Source: an optimization exercise on an open RTL-to-GDS flow (aim: small area). Production flows keep margins and buffers that such runs may drop.
Only simulation tests tie the RTL to the original design; equivalence was not proved.
Power and IR drop assume default switching activity.

$ cat design/flow/design.v
`timescale 1ns / 1ps
module i2c_master_core (
    input  wire        clk_i,
    input  wire        rstn_i,
    input  wire        ena_i,             
    input  wire        cmd_valid_i,       
    input  wire [2:0]  cmd_i,             
    input  wire [7:0]  din_i,             
    output reg  [7:0]  dout_o,            
    output reg         rx_ack_o,          
    output reg         ready_o,           
    output reg         arb_lost_o,        
    input  wire        arb_lost_clear_i,  
    output reg         busy_o,            
    input  wire        scl_i,             
    output reg         scl_oen_o,         
    input  wire        sda_i,             
    output reg         sda_oen_o          
);
    localparam [2:0] CMD_NOP     = 3'd0,
                     CMD_START   = 3'd1,
                     CMD_WRITE   = 3'd2,
                     CMD_READ    = 3'd3,
                     CMD_STOP    = 3'd4,
                     CMD_RESTART = 3'd5;
    localparam [2:0] ST_IDLE    = 3'd0,
                     ST_START   = 3'd1,
                     ST_DATA    = 3'd2,
                     ST_STOP    = 3'd3,
                     ST_RESTART = 3'd4;
    reg [2:0] state_r;
    reg [1:0] phase_r;
    reg [2:0] cmd_r;          
    reg [3:0] bit_cnt_r;      
    reg [8:0] tx_shift_r;     
    reg [8:0] rx_shift_r;     
    reg sda_d_r;
    always @(posedge clk_i or negedge rstn_i) begin
        if (!rstn_i)
            sda_d_r <= 1'b1;
        else
            sda_d_r <= sda_i;
    end
    wire sda_rising  =  sda_i & ~sda_d_r;
    wire sda_falling = ~sda_i &  sda_d_r;
    wire start_on_bus = sda_falling & scl_i;
    wire stop_on_bus  = sda_rising  & scl_i;
    always @(posedge clk_i or negedge rstn_i) begin
        if (!rstn_i)
            busy_o <= 1'b0;
        else if (start_on_bus)
            busy_o <= 1'b1;
        else if (stop_on_bus)
            busy_o <= 1'b0;
    end
    wire sda_input_mode = (state_r == ST_DATA) && (
        (cmd_r == CMD_READ  && bit_cnt_r < 4'd8) ||
        (cmd_r == CMD_WRITE && bit_cnt_r == 4'd8)
    );
    wire al_data = (state_r == ST_DATA) && (phase_r == 2'd1) && scl_i &&
                   !sda_input_mode && sda_oen_o && !sda_i;
    wire al_start = (state_r == ST_START   && phase_r == 2'd0 && sda_oen_o && scl_i && !sda_i) ||
                    (state_r == ST_RESTART  && phase_r == 2'd1 && sda_oen_o && scl_i && !sda_i);
    wire al_event = al_data | al_start;
    always @(posedge clk_i or negedge rstn_i) begin
        if (!rstn_i)
            arb_lost_o <= 1'b0;
        else if (arb_lost_clear_i)
            arb_lost_o <= 1'b0;
        else if (ena_i && al_event)
            arb_lost_o <= 1'b1;
    end
    always @(posedge clk_i or negedge rstn_i) begin
        if (!rstn_i) begin
            state_r    <= ST_IDLE;
            phase_r    <= 2'd0;
            cmd_r      <= CMD_NOP;
            bit_cnt_r  <= 4'd0;
            tx_shift_r <= 9'd0;
            rx_shift_r <= 9'd0;
            scl_oen_o  <= 1'b1;
            sda_oen_o  <= 1'b1;
            ready_o    <= 1'b1;
            dout_o     <= 8'd0;
            rx_ack_o   <= 1'b0;
        end else if (ena_i) begin
            if (al_event && state_r != ST_IDLE) begin
                state_r   <= ST_IDLE;
                phase_r   <= 2'd0;
                scl_oen_o <= 1'b1;
                sda_oen_o <= 1'b1;
                ready_o   <= 1'b1;
            end else begin
            case (state_r)
            ST_IDLE: begin
                if (cmd_valid_i && !arb_lost_o) begin
                    ready_o <= 1'b0;
                    case (cmd_i)
                        CMD_START: begin
                            state_r <= ST_START;
                            phase_r <= 2'd0;
                        end
                        CMD_WRITE: begin
                            state_r    <= ST_DATA;
                            phase_r    <= 2'd0;
                            bit_cnt_r  <= 4'd0;
                            cmd_r      <= CMD_WRITE;
                            tx_shift_r <= {din_i, 1'b0};
                        end
                        CMD_READ: begin
                            state_r    <= ST_DATA;
                            phase_r    <= 2'd0;
                            bit_cnt_r  <= 4'd0;
                            cmd_r      <= CMD_READ;
                            tx_shift_r <= {8'hFF, din_i[0]};
                        end
                        CMD_STOP: begin
                            state_r <= ST_STOP;
                            phase_r <= 2'd0;
                        end
                        CMD_RESTART: begin
                            state_r <= ST_RESTART;
                            phase_r <= 2'd0;
                        end
                        default: ready_o <= 1'b1;
                    endcase
                end else if (!busy_o) begin
                    scl_oen_o <= 1'b1;
                    sda_oen_o <= 1'b1;
                end
            end
            ST_START: begin
                case (phase_r)
                    2'd0: begin
                        sda_oen_o <= 1'b1;
                        scl_oen_o <= 1'b1;
                        if (scl_i) phase_r <= 2'd1;
                    end
                    2'd1: begin
                        sda_oen_o <= 1'b1;
                        scl_oen_o <= 1'b1;
                        phase_r   <= 2'd2;
                    end
                    2'd2: begin
                        sda_oen_o <= 1'b0;    
                        scl_oen_o <= 1'b1;
                        phase_r   <= 2'd3;
                    end
                    2'd3: begin
                        sda_oen_o <= 1'b0;
                        scl_oen_o <= 1'b0;    
                        state_r   <= ST_IDLE;
                        ready_o   <= 1'b1;
                    end
                endcase
            end
            ST_DATA: begin
                case (phase_r)
                    2'd0: begin
                        scl_oen_o <= 1'b0;
                        if (sda_input_mode)
                            sda_oen_o <= 1'b1;
                        else
                            sda_oen_o <= tx_shift_r[8];
                        phase_r <= 2'd1;
                    end
                    2'd1: begin
                        scl_oen_o <= 1'b1;    
                        if (sda_input_mode)
                            sda_oen_o <= 1'b1;
                        else
                            sda_oen_o <= tx_shift_r[8];
                        if (scl_i) begin       
                            rx_shift_r <= {rx_shift_r[7:0], sda_i};
                            phase_r    <= 2'd2;
                        end
                    end
                    2'd2: begin
                        scl_oen_o <= 1'b1;
                        if (sda_input_mode)
                            sda_oen_o <= 1'b1;
                        else
                            sda_oen_o <= tx_shift_r[8];
                        phase_r <= 2'd3;
                    end
                    2'd3: begin
                        scl_oen_o <= 1'b0;    
                        if (bit_cnt_r == 4'd8) begin
                            dout_o   <= rx_shift_r[8:1];
                            rx_ack_o <= rx_shift_r[0];
                            state_r  <= ST_IDLE;
                            ready_o  <= 1'b1;
                        end else begin
                            bit_cnt_r  <= bit_cnt_r + 4'd1;
                            tx_shift_r <= {tx_shift_r[7:0], 1'b0};
                            phase_r    <= 2'd0;
                        end
                    end
                endcase
            end
            ST_STOP: begin
                case (phase_r)
                    2'd0: begin
                        sda_oen_o <= 1'b0;
                        scl_oen_o <= 1'b0;
                        phase_r   <= 2'd1;
                    end
                    2'd1: begin
                        sda_oen_o <= 1'b0;
                        scl_oen_o <= 1'b1;
                        if (scl_i) phase_r <= 2'd2;
                    end
                    2'd2: begin
                        sda_oen_o <= 1'b1;    
                        scl_oen_o <= 1'b1;
                        phase_r   <= 2'd3;
                    end
                    2'd3: begin
                        sda_oen_o <= 1'b1;
                        scl_oen_o <= 1'b1;
                        state_r   <= ST_IDLE;
                        ready_o   <= 1'b1;
                    end
                endcase
            end
            ST_RESTART: begin
                case (phase_r)
                    2'd0: begin
                        sda_oen_o <= 1'b1;
                        scl_oen_o <= 1'b0;
                        phase_r   <= 2'd1;
                    end
                    2'd1: begin
                        sda_oen_o <= 1'b1;
                        scl_oen_o <= 1'b1;
                        if (scl_i) phase_r <= 2'd2;
                    end
                    2'd2: begin
                        sda_oen_o <= 1'b0;    
                        scl_oen_o <= 1'b1;
                        phase_r   <= 2'd3;
                    end
                    2'd3: begin
                        sda_oen_o <= 1'b0;
                        scl_oen_o <= 1'b0;
                        state_r   <= ST_IDLE;
                        ready_o   <= 1'b1;
                    end
                endcase
            end
            default: begin
                state_r   <= ST_IDLE;
                scl_oen_o <= 1'b1;
                sda_oen_o <= 1'b1;
                ready_o   <= 1'b1;
            end
            endcase
            end  
        end  
    end
endmodule
`timescale 1ns / 1ps
module i2c_master_axi #(
    parameter C_S_AXI_DATA_WIDTH = 32,
    parameter C_S_AXI_ADDR_WIDTH = 5,
    parameter DEFAULT_PRESCALE   = 16'd249    
)(
    input  wire                              s_axi_aclk,
    input  wire                              s_axi_aresetn,
    input  wire [C_S_AXI_ADDR_WIDTH-1:0]     s_axi_awaddr,
    input  wire                              s_axi_awvalid,
    output reg                               s_axi_awready,
    input  wire [C_S_AXI_DATA_WIDTH-1:0]     s_axi_wdata,
    input  wire [C_S_AXI_DATA_WIDTH/8-1:0]   s_axi_wstrb,
    input  wire                              s_axi_wvalid,
    output reg                               s_axi_wready,
    output reg  [1:0]                        s_axi_bresp,
    output reg                               s_axi_bvalid,
    input  wire                              s_axi_bready,
    input  wire [C_S_AXI_ADDR_WIDTH-1:0]     s_axi_araddr,
    input  wire                              s_axi_arvalid,
    output reg                               s_axi_arready,
    output reg  [C_S_AXI_DATA_WIDTH-1:0]     s_axi_rdata,
    output reg  [1:0]                        s_axi_rresp,
    output reg                               s_axi_rvalid,
    input  wire                              s_axi_rready,
    output wire                              irq_o,
    input  wire                              scl_pad_i,
    output wire                              scl_pad_o,
    output wire                              scl_padoen_o,   
    input  wire                              sda_pad_i,
    output wire                              sda_pad_o,
    output wire                              sda_padoen_o    
);
    wire clk   = s_axi_aclk;
    wire rst_n = s_axi_aresetn;
    assign scl_pad_o = 1'b0;
    assign sda_pad_o = 1'b0;
    reg [1:0] scl_sync_r;
    reg [1:0] sda_sync_r;
    always @(posedge clk or negedge rst_n) begin
        if (!rst_n) begin
            scl_sync_r <= 2'b11;
            sda_sync_r <= 2'b11;
        end else begin
            scl_sync_r <= {scl_sync_r[0], scl_pad_i};
            sda_sync_r <= {sda_sync_r[0], sda_pad_i};
        end
    end
    wire scl_sync = scl_sync_r[1];
    wire sda_sync = sda_sync_r[1];
    localparam [C_S_AXI_ADDR_WIDTH-1:0]
        ADDR_CTRL     = 5'h00,
        ADDR_STATUS   = 5'h04,
        ADDR_CMD      = 5'h08,
        ADDR_TX_DATA  = 5'h0C,
        ADDR_RX_DATA  = 5'h10,
        ADDR_PRESCALE = 5'h14,
        ADDR_ISR      = 5'h18;
    reg        ctrl_en_r;         
    reg        ctrl_ien_r;        
    reg [15:0] prescale_r;        
    reg [7:0]  tx_data_r;         
    reg        cmd_sta_r, cmd_sto_r, cmd_rd_r, cmd_wr_r, cmd_nack_r;
    reg        cmd_write_strobe;
    reg        isr_done_r;        
    reg        isr_al_r;          
    wire [7:0] core_dout;
    wire       core_rx_ack;
    wire       core_ready;
    wire       core_arb_lost;
    wire       core_busy;
    wire       core_scl_oen;
    wire       core_sda_oen;
    assign scl_padoen_o = ctrl_en_r ? core_scl_oen : 1'b1;
    assign sda_padoen_o = ctrl_en_r ? core_sda_oen : 1'b1;
    reg [15:0] prescale_cnt_r;
    reg        core_ena_r;
    always @(posedge clk or negedge rst_n) begin
        if (!rst_n) begin
            prescale_cnt_r <= 16'd0;
            core_ena_r     <= 1'b0;
        end else if (!ctrl_en_r) begin
            prescale_cnt_r <= prescale_r;
            core_ena_r     <= 1'b0;
        end else if (prescale_cnt_r == 16'd0) begin
            prescale_cnt_r <= prescale_r;
            core_ena_r     <= 1'b1;
        end else begin
            prescale_cnt_r <= prescale_cnt_r - 16'd1;
            core_ena_r     <= 1'b0;
        end
    end
    localparam [2:0] CMD_C_NOP     = 3'd0,
                     CMD_C_START   = 3'd1,
                     CMD_C_WRITE   = 3'd2,
                     CMD_C_READ    = 3'd3,
                     CMD_C_STOP    = 3'd4,
                     CMD_C_RESTART = 3'd5;
    localparam [2:0] SEQ_IDLE  = 3'd0,
                     SEQ_START = 3'd1,
                     SEQ_WRITE = 3'd2,
                     SEQ_READ  = 3'd3,
                     SEQ_STOP  = 3'd4;
    reg [2:0]  seq_state_r;
    reg        seq_sto_r, seq_wr_r, seq_rd_r, seq_nack_r;
    reg        core_cmd_valid_r;
    reg [2:0]  core_cmd_r;
    reg [7:0]  core_din_r;
    reg        tip_r;
    reg        sub_cmd_sent_r;       
    wire       core_arb_lost_clear = cmd_write_strobe;
    reg        core_ready_d_r;
    always @(posedge clk or negedge rst_n) begin
        if (!rst_n) core_ready_d_r <= 1'b1;
        else        core_ready_d_r <= core_ready;
    end
    always @(posedge clk or negedge rst_n) begin
        if (!rst_n) begin
            seq_state_r      <= SEQ_IDLE;
            core_cmd_valid_r <= 1'b0;
            core_cmd_r       <= CMD_C_NOP;
            core_din_r       <= 8'd0;
            tip_r            <= 1'b0;
            sub_cmd_sent_r   <= 1'b0;
            seq_sto_r        <= 1'b0;
            seq_wr_r         <= 1'b0;
            seq_rd_r         <= 1'b0;
            seq_nack_r       <= 1'b0;
        end else if (!ctrl_en_r) begin
            seq_state_r      <= SEQ_IDLE;
            core_cmd_valid_r <= 1'b0;
            tip_r            <= 1'b0;
            sub_cmd_sent_r   <= 1'b0;
        end else if (core_arb_lost) begin
            seq_state_r      <= SEQ_IDLE;
            core_cmd_valid_r <= 1'b0;
            tip_r            <= 1'b0;
            sub_cmd_sent_r   <= 1'b0;
        end else begin
            case (seq_state_r)
            SEQ_IDLE: begin
                core_cmd_valid_r <= 1'b0;
                sub_cmd_sent_r   <= 1'b0;
                if (cmd_write_strobe) begin
                    tip_r      <= 1'b1;
                    seq_sto_r  <= cmd_sto_r;
                    seq_wr_r   <= cmd_wr_r;
                    seq_rd_r   <= cmd_rd_r;
                    seq_nack_r <= cmd_nack_r;
                    if (cmd_sta_r) begin
                        core_cmd_r       <= core_busy ? CMD_C_RESTART : CMD_C_START;
                        core_cmd_valid_r <= 1'b1;
                        seq_state_r      <= SEQ_START;
                    end else if (cmd_wr_r) begin
                        core_cmd_r       <= CMD_C_WRITE;
                        core_din_r       <= tx_data_r;
                        core_cmd_valid_r <= 1'b1;
                        seq_state_r      <= SEQ_WRITE;
                    end else if (cmd_rd_r) begin
                        core_cmd_r       <= CMD_C_READ;
                        core_din_r       <= {7'd0, cmd_nack_r};
                        core_cmd_valid_r <= 1'b1;
                        seq_state_r      <= SEQ_READ;
                    end else if (cmd_sto_r) begin
                        core_cmd_r       <= CMD_C_STOP;
                        core_cmd_valid_r <= 1'b1;
                        seq_state_r      <= SEQ_STOP;
                    end else begin
                        tip_r <= 1'b0;
                    end
                end
            end
            SEQ_START: begin
                if (!sub_cmd_sent_r) begin
                    if (!core_ready) begin
                        core_cmd_valid_r <= 1'b0;
                        sub_cmd_sent_r   <= 1'b1;
                    end
                end else begin
                    if (core_ready) begin
                        sub_cmd_sent_r <= 1'b0;
                        if (seq_wr_r) begin
                            core_cmd_r       <= CMD_C_WRITE;
                            core_din_r       <= tx_data_r;
                            core_cmd_valid_r <= 1'b1;
                            seq_state_r      <= SEQ_WRITE;
                        end else if (seq_rd_r) begin
                            core_cmd_r       <= CMD_C_READ;
                            core_din_r       <= {7'd0, seq_nack_r};
                            core_cmd_valid_r <= 1'b1;
                            seq_state_r      <= SEQ_READ;
                        end else begin
                            tip_r       <= 1'b0;
                            seq_state_r <= SEQ_IDLE;
                        end
                    end
                end
            end
            SEQ_WRITE: begin
                if (!sub_cmd_sent_r) begin
                    if (!core_ready) begin
                        core_cmd_valid_r <= 1'b0;
                        sub_cmd_sent_r   <= 1'b1;
                    end
                end else begin
                    if (core_ready) begin
                        sub_cmd_sent_r <= 1'b0;
                        if (seq_sto_r) begin
                            core_cmd_r       <= CMD_C_STOP;
                            core_cmd_valid_r <= 1'b1;
                            seq_state_r      <= SEQ_STOP;
                        end else begin
                            tip_r       <= 1'b0;
                            seq_state_r <= SEQ_IDLE;
                        end
                    end
                end
            end
            SEQ_READ: begin
                if (!sub_cmd_sent_r) begin
                    if (!core_ready) begin
                        core_cmd_valid_r <= 1'b0;
                        sub_cmd_sent_r   <= 1'b1;
                    end
                end else begin
                    if (core_ready) begin
                        sub_cmd_sent_r <= 1'b0;
                        if (seq_sto_r) begin
                            core_cmd_r       <= CMD_C_STOP;
                            core_cmd_valid_r <= 1'b1;
                            seq_state_r      <= SEQ_STOP;
                        end else begin
                            tip_r       <= 1'b0;
                            seq_state_r <= SEQ_IDLE;
                        end
                    end
                end
            end
            SEQ_STOP: begin
                if (!sub_cmd_sent_r) begin
                    if (!core_ready) begin
                        core_cmd_valid_r <= 1'b0;
                        sub_cmd_sent_r   <= 1'b1;
                    end
                end else begin
                    if (core_ready) begin
                        sub_cmd_sent_r <= 1'b0;
                        tip_r          <= 1'b0;
                        seq_state_r    <= SEQ_IDLE;
                    end
                end
            end
            default: seq_state_r <= SEQ_IDLE;
            endcase
        end
    end
    reg tip_d_r;
    reg core_al_d_r;
    always @(posedge clk or negedge rst_n) begin
        if (!rst_n) begin
            tip_d_r     <= 1'b0;
            core_al_d_r <= 1'b0;
        end else begin
            tip_d_r     <= tip_r;
            core_al_d_r <= core_arb_lost;
        end
    end
    wire tip_fall = tip_d_r & ~tip_r;
    wire al_rise  = core_arb_lost & ~core_al_d_r;
    assign irq_o = ctrl_ien_r & (isr_done_r | isr_al_r);
    reg aw_done_r, w_done_r;
    reg [C_S_AXI_ADDR_WIDTH-1:0] aw_addr_r;
    reg [C_S_AXI_DATA_WIDTH-1:0] w_data_r;
    reg [C_S_AXI_DATA_WIDTH/8-1:0] w_strb_r;
    always @(posedge clk or negedge rst_n) begin
        if (!rst_n) begin
            s_axi_awready <= 1'b0;
            s_axi_wready  <= 1'b0;
            s_axi_bvalid  <= 1'b0;
            s_axi_bresp   <= 2'b00;
            aw_done_r     <= 1'b0;
            w_done_r      <= 1'b0;
            aw_addr_r     <= {C_S_AXI_ADDR_WIDTH{1'b0}};
            w_data_r      <= {C_S_AXI_DATA_WIDTH{1'b0}};
            w_strb_r      <= {(C_S_AXI_DATA_WIDTH/8){1'b0}};
            ctrl_en_r     <= 1'b0;
            ctrl_ien_r    <= 1'b0;
            prescale_r    <= DEFAULT_PRESCALE;
            tx_data_r     <= 8'd0;
            cmd_sta_r     <= 1'b0;
            cmd_sto_r     <= 1'b0;
            cmd_rd_r      <= 1'b0;
            cmd_wr_r      <= 1'b0;
            cmd_nack_r    <= 1'b0;
            cmd_write_strobe <= 1'b0;
            isr_done_r    <= 1'b0;
            isr_al_r      <= 1'b0;
        end else begin
            s_axi_awready    <= 1'b0;
            s_axi_wready     <= 1'b0;
            cmd_write_strobe <= 1'b0;
            if (tip_fall) isr_done_r <= 1'b1;
            if (al_rise)  isr_al_r   <= 1'b1;
            if (s_axi_awvalid && !aw_done_r) begin
                s_axi_awready <= 1'b1;
                aw_addr_r     <= s_axi_awaddr;
                aw_done_r     <= 1'b1;
            end
            if (s_axi_wvalid && !w_done_r) begin
                s_axi_wready <= 1'b1;
                w_data_r     <= s_axi_wdata;
                w_strb_r     <= s_axi_wstrb;
                w_done_r     <= 1'b1;
            end
            if (aw_done_r && w_done_r && !s_axi_bvalid) begin
                s_axi_bvalid <= 1'b1;
                s_axi_bresp  <= 2'b00;     
                aw_done_r    <= 1'b0;
                w_done_r     <= 1'b0;
                case (aw_addr_r)
                    ADDR_CTRL: begin
                        if (w_strb_r[0]) begin
                            ctrl_en_r  <= w_data_r[0];
                            ctrl_ien_r <= w_data_r[1];
                        end
                    end
                    ADDR_CMD: begin
                        if (w_strb_r[0]) begin
                            cmd_sta_r  <= w_data_r[0];
                            cmd_sto_r  <= w_data_r[1];
                            cmd_rd_r   <= w_data_r[2];
                            cmd_wr_r   <= w_data_r[3];
                            cmd_nack_r <= w_data_r[4];
                            cmd_write_strobe <= 1'b1;
                        end
                    end
                    ADDR_TX_DATA: begin
                        if (w_strb_r[0]) tx_data_r <= w_data_r[7:0];
                    end
                    ADDR_PRESCALE: begin
                        if (w_strb_r[0]) prescale_r[7:0]  <= w_data_r[7:0];
                        if (w_strb_r[1]) prescale_r[15:8]  <= w_data_r[15:8];
                    end
                    ADDR_ISR: begin
                        if (w_strb_r[0]) begin
                            if (w_data_r[0]) isr_done_r <= 1'b0;
                            if (w_data_r[1]) isr_al_r   <= 1'b0;
                        end
                    end
                    default: ;
                endcase
            end
            if (s_axi_bvalid && s_axi_bready)
                s_axi_bvalid <= 1'b0;
        end
    end
    always @(posedge clk or negedge rst_n) begin
        if (!rst_n) begin
            s_axi_arready <= 1'b0;
            s_axi_rvalid  <= 1'b0;
            s_axi_rdata   <= {C_S_AXI_DATA_WIDTH{1'b0}};
            s_axi_rresp   <= 2'b00;
        end else begin
            s_axi_arready <= 1'b0;
            if (s_axi_arvalid && !s_axi_rvalid) begin
                s_axi_arready <= 1'b1;
                s_axi_rvalid  <= 1'b1;
                s_axi_rresp   <= 2'b00;
                s_axi_rdata   <= {C_S_AXI_DATA_WIDTH{1'b0}};
                case (s_axi_araddr)
                    ADDR_CTRL:     s_axi_rdata[1:0]  <= {ctrl_ien_r, ctrl_en_r};
                    ADDR_STATUS:   s_axi_rdata[3:0]  <= {core_arb_lost, core_busy, core_rx_ack, tip_r};
                    ADDR_CMD:      s_axi_rdata        <= {C_S_AXI_DATA_WIDTH{1'b0}};
                    ADDR_TX_DATA:  s_axi_rdata[7:0]  <= tx_data_r;
                    ADDR_RX_DATA:  s_axi_rdata[7:0]  <= core_dout;
                    ADDR_PRESCALE: s_axi_rdata[15:0] <= prescale_r;
                    ADDR_ISR:      s_axi_rdata[1:0]  <= {isr_al_r, isr_done_r};
                    default:       s_axi_rdata        <= {C_S_AXI_DATA_WIDTH{1'b0}};
                endcase
            end
            if (s_axi_rvalid && s_axi_rready)
                s_axi_rvalid <= 1'b0;
        end
    end
    i2c_master_core u_core (
        .clk_i            (clk),
        .rstn_i           (rst_n),
        .ena_i            (core_ena_r),
        .cmd_valid_i      (core_cmd_valid_r),
        .cmd_i            (core_cmd_r),
        .din_i            (core_din_r),
        .dout_o           (core_dout),
        .rx_ack_o         (core_rx_ack),
        .ready_o          (core_ready),
        .arb_lost_o       (core_arb_lost),
        .arb_lost_clear_i (core_arb_lost_clear),
        .busy_o           (core_busy),
        .scl_i            (scl_sync),
        .scl_oen_o        (core_scl_oen),
        .sda_i            (sda_sync),
        .sda_oen_o        (core_sda_oen)
    );
endmodule
$ cat design/flow/constraint.sdc
create_clock -name core_clock -period 10.0 [get_ports {s_axi_aclk}]
set_input_delay 2.0000 -clock core_clock [delete_from_list [all_inputs] [get_ports {s_axi_aclk}]]
set_output_delay 2.0000 -clock core_clock [all_outputs]
set_load 0.01 [all_outputs]
$ cat design/flow/run.sh
#!/bin/bash
# synth_recipe.tcl (not shown) runs the flow's synth.tcl, then flattens the netlist and writes it again
# the make line also repeats each setting of config.mk as NAME=value (left out here)
make -C /OpenROAD-flow-scripts/flow DESIGN_CONFIG=/design/flow/config.mk WORK_HOME=/design/flow/orfs CLKGATE_MAP_FILE= SYNTH_SCRIPT=/design/flow/synth_recipe.tcl finish
$ cat design/flow/config.mk
export PLATFORM = sky130hd
export DESIGN_NAME = i2c_master_axi
export DESIGN_NICKNAME = i2c_master_axi
export VERILOG_FILES = /design/flow/design.v
export SDC_FILE = /design/flow/constraint.sdc
export NUM_CORES = 4
export LEC_CHECK = 0
export CAP_MARGIN = 20
export CORE_MARGIN = 2
export CORE_UTILIZATION = 40
export SLEW_MARGIN = 20
==> results.json <==
{
  "synth_top_cell_area_share": 0.486,
  "detail_route.first_pass.iterations": 5,
  "worst-r2r-setup-slack_ns": 7.12,
  "dominantRegCellSynth": "sky130_fd_sc_hd__dfrtp_1",
  "globalRouteOverflowTotal": 0,
  "timing.max_slew.rel_slack": 0.399,
  "worstPathArrival_ns": 4.19,
  "layout-drive-gt1-share": 0.169,
  "synth_enable_flop_cells": 0,
  "dieHeight_um": 145,
  "drt-wirelength-per-cell_um": 16.0,
  "cts.sink_count": 168,
  "stdcell_count": 1072,
  "track_usage": 0.175,
  "detailedPlacementHpwl_um": 12400,
  "grt_max_degree": 98,
  "hp-start": "sda_sync_r[0]",
  "hold-worst-slack_ns": 0.356,
  "endpoint_kind_of_the_worst_setup_timing_path": "flip-flop",
  "setup_repair_after_global_routing_missed_its_margin": "no",
  "timing.max_cap.violations": 0,
  "period_minus_slack_ns": 3.81,
  "vias": 5588,
  "critical-path-top-delay-family": "simple AND/OR/NAND/NOR gates",
  "netlist_area_um2": 7940,
  "setup_viol": 0,
  "hp-class": "reg2reg",
  "wirelength_um": 17100,
  "crit_path_launch_type": "input port",
  "grt_first_pass_wirelength_um": 28500,
  "portBuffers": 60,
  "post_synth.cell_area_avg_um2": 10.7,
  "layout.nets": 859,
  "fin_skew_ns": 0.00986,
  "postSynth.asyncResetShare": 1.00,
  "syn-instance-count": 745,
  "static-leakage-power_uw": 0.00407,
  "cts.repair.resized": 0,
  "num_antenna_cells": 0,
  "timing.critical_path.required_ns": 10.37,
  "worst_slew_pin_slew_ns": 0.901,
  "initial_core_utilization": 0.408,
  "run_status": "finished clean",
  "place_inst": 1040,
  "yosys.cell_count.top_type": "sky130_fd_sc_hd__dfrtp_1",
  "totalNegativeSetupSlack_ns": 0,
  "grt_pass1_vias": 5596,
  "vdd_drop_max_v": 0.000163,
  "slowest_stage": "sky130_fd_sc_hd__nor2_1",
  "max-clock-path-buffers": 2,
  "gp_congestion": 0.895,
  "ctsHtreeMaxLevel": 4,
  "ys_seq_elements": 168,
  "fin_hold_viols": 0,
  "min_delay_worst_endpoint": "sda_sync_r[1]",
  "worstHoldPathCells": 0,
  "netlist_top_cells_count": "sky130_fd_sc_hd__dfrtp_1 (154), sky130_fd_sc_hd__nand2_1 (104), sky130_fd_sc_hd__mux2_2 (78)",
  "cp_cell_sequence": "clkdlybuf4s50_1, nor3_1, nand2_1, nor2_1, a222oi_1, o311ai_0, o21a_1",
  "cts_root_buf": "sky130_fd_sc_hd__clkbuf_16",
  "grt_antenna_before_repair": 0,
  "ios": 101,
  "clock.fmax_mhz": 262,
  "synthesis.yosys.warnings": 2,
  "clock_latency_at_the_later_pin_of_the_worst_skew_pair_ns": 0.44,
  "worstPathBufferInverterCount": 1,
  "cts.hold.buffers_added": 0,
  "r2r_cells": 6,
  "fillCellCount": 1802,
  "post_synth_num_cell_types": 66,
  "core_area_um2": 19500,
  "route.detailed.vias_per_inst": 5.21,
  "tritoncts.num_buffers": 17,
  "crit_path_max_incr_delay_ns": 0.62,
  "worst-setup-path-type": "in2reg",
  "power.density_cell_area_nw_per_um2": 222,
  "finalMaxSlewViolations": 0,
  "library_cell_with_the_largest_summed_area_after_synthesis": "sky130_fd_sc_hd__dfrtp_1",
  "drt-initial-drc-count": 404,
  "final_core_utilization": 0.477,
  "areaGrowthSynthToFinish_pct": 16.9,
  "rows": 51,
  "clock_tree_from_tritoncts": "done",
  "regToRegEndpoint": "u_core.bit_cnt_r[3]",
  "r2r-start": "u_core.state_r[1]",
  "die-width_um": 145,
  "post-route-period-util": 0.381,
  "cts_post_setup_buffers_inserted": 0,
  "largest_cells_by_area_after_synthesis": "sky130_fd_sc_hd__dfrtp_1 (49%), sky130_fd_sc_hd__mux2_2 (11%), sky130_fd_sc_hd__nand2_1 (4.9%)",
  "worst-path-max-fanout": 10,
  "clk_pin_slew_ns": 0.06,
  "total_die_area_um2": 21000,
  "ant_nets": 0,
  "seq_area_frac_synth": 0.532,
  "drc_errors": 0
}
-- area by class of cell --
cell class | instances | area, µm² | share of cell area
Tap cell | 265 | 332 | 0.0357
Clock inverter | 13 | 159 | 0.0171
Clock buffer | 19 | 443 | 0.0477
Multi-Input combinational cell | 516 | 3400 | 0.366
Timing Repair Buffer | 62 | 617 | 0.0665
Sequential cell | 168 | 4220 | 0.455
Inverter | 29 | 109 | 0.0117
-- how the worst max path moves through the flow --
stage                          startpoint        endpoint  slack [ns]  cells past startpoint
after detailed placement  s_axi_araddr[1]  s_axi_rdata[0]        5.76                      7
after floorplan           s_axi_araddr[2]  s_axi_rdata[0]        6.52                      6
final                     s_axi_araddr[1]  s_axi_rdata[0]        6.19                      7
after CTS                 s_axi_araddr[1]  s_axi_rdata[0]        6.20                      7
after global placement    s_axi_araddr[1]  s_axi_rdata[0]        5.84                      7
after global routing      s_axi_araddr[1]  s_axi_rdata[0]        6.03                      7
-- flip-flops by register name (all words and copies together) (netlist names), 3 cells and up --
register,flops
w_data_r,16
u_core.bit_cnt_r,4
seq_state_r,3
aw_addr_r,5
u_core.tx_shift_r,9
prescale_r,16
u_core.rx_shift_r,9
core_cmd_r,3
u_core.dout_o,8
u_core.state_r,3
core_din_r,8
tx_data_r,8
prescale_cnt_r,16
s_axi_rdata,16
-- logic make-up after synthesis --
family,after synthesis,synth area share
buffers and inverters,82,0.0500
and+or+nand+nor,224,0.133
adders and majority gates,10,0.0158
DFF,168,0.532
xor gates and xnor gates,17,0.0188
other,1,0.000473
AOI/OAI and AO/OA,154,0.126
muxes,89,0.125
-- per-layer routing --
layer	vias up	wire (µm)	track usage
li1	2681	-	-
met1	2720	8120	0.238
met2	159	7880	0.269
met3	28	792	0.0474
met4	0	342	0.0613
met5	-	0	0
-- power by group --
group          switching (µW)  internal [µW]  leakage, µW
Sequential                127            814      0.00221
Clock                     287            382     0.000294
Combinational             218            231      0.00156
Total                     632           1430      0.00407
-- metrics by stage --
| step | cell area [µm²] | setup WS [ns] | power, µW |
|---|---|---|---|
| after floorplan | 8010 | 6.52 | 1250 |
| after global placement | 8670 | 5.84 | 1390 |
| after detailed placement | 8670 | 5.76 | 1400 |
| after CTS | 9280 | 6.20 | 2080 |
| after global routing | 9280 | 6.03 | 2190 |
| final | 9280 | 6.19 | 2060 |
-- worst register-to-register path, delay by kind of cell, from the launching register on --
kind,cells,cell delay [ns]
simple gates,3,1.10
flops,1,0.71
compound gates,3,0.98
-- placed cells by master (no fill, tap or decap), types with 4 or more instances in the layout --
cell type / n
sky130_fd_sc_hd__o22ai_1: 10
sky130_fd_sc_hd__o21ai_0: 63
sky130_fd_sc_hd__conb_1: 22
sky130_fd_sc_hd__nand3b_1: 5
sky130_fd_sc_hd__nand2_1: 104
sky130_fd_sc_hd__ha_1: 10
sky130_fd_sc_hd__o41ai_1: 5
sky130_fd_sc_hd__dfstp_2: 14
sky130_fd_sc_hd__and3_1: 7
sky130_fd_sc_hd__clkdlybuf4s50_1: 59
sky130_fd_sc_hd__nand3_1: 9
sky130_fd_sc_hd__mux2i_1: 11
sky130_fd_sc_hd__xor2_1: 8
sky130_fd_sc_hd__o21a_1: 4
sky130_fd_sc_hd__clkbuf_16: 17
sky130_fd_sc_hd__mux2_2: 78
sky130_fd_sc_hd__a22oi_1: 8
sky130_fd_sc_hd__nor4_1: 4
sky130_fd_sc_hd__nor2b_1: 8
sky130_fd_sc_hd__nand2b_1: 6
sky130_fd_sc_hd__inv_1: 29
sky130_fd_sc_hd__xnor2_1: 9
sky130_fd_sc_hd__nor3_1: 18
sky130_fd_sc_hd__dfrtp_1: 154
sky130_fd_sc_hd__o21ai_1: 5
sky130_fd_sc_hd__or3_1: 4
sky130_fd_sc_hd__a21oi_1: 27
sky130_fd_sc_hd__nor2_1: 42

static timing again, ports no longer ideal:
In the flow no input, the clock included, has a driving cell. The finished layout below was timed again as built, in two steps.
Step 1 sets driving cells, clkbuf_16 on the clock port and buf_2 on the other inputs (assumed; they add their load-dependent delay and slew).
Step 2, shift: input delay + t, output delay - t, t = (earliest + latest rising clock arrival at the registers) / 2. This alone moves slack from input paths to output paths.
Three values: ideal ports, drivers, drivers and shift; two values: the first two.
shift t [ns]: 0.480
setup WS [ns]: 6.185 / 6.210 / 5.730
latest minus earliest clock arrival (ns): 0.012 / 0.013
worst slew at a driven data input, ns: 0.04
After both steps setup and hold are still met in this run. The setup slack of this run moves by +0.025 ns with the drivers and by -0.455 ns with both steps.
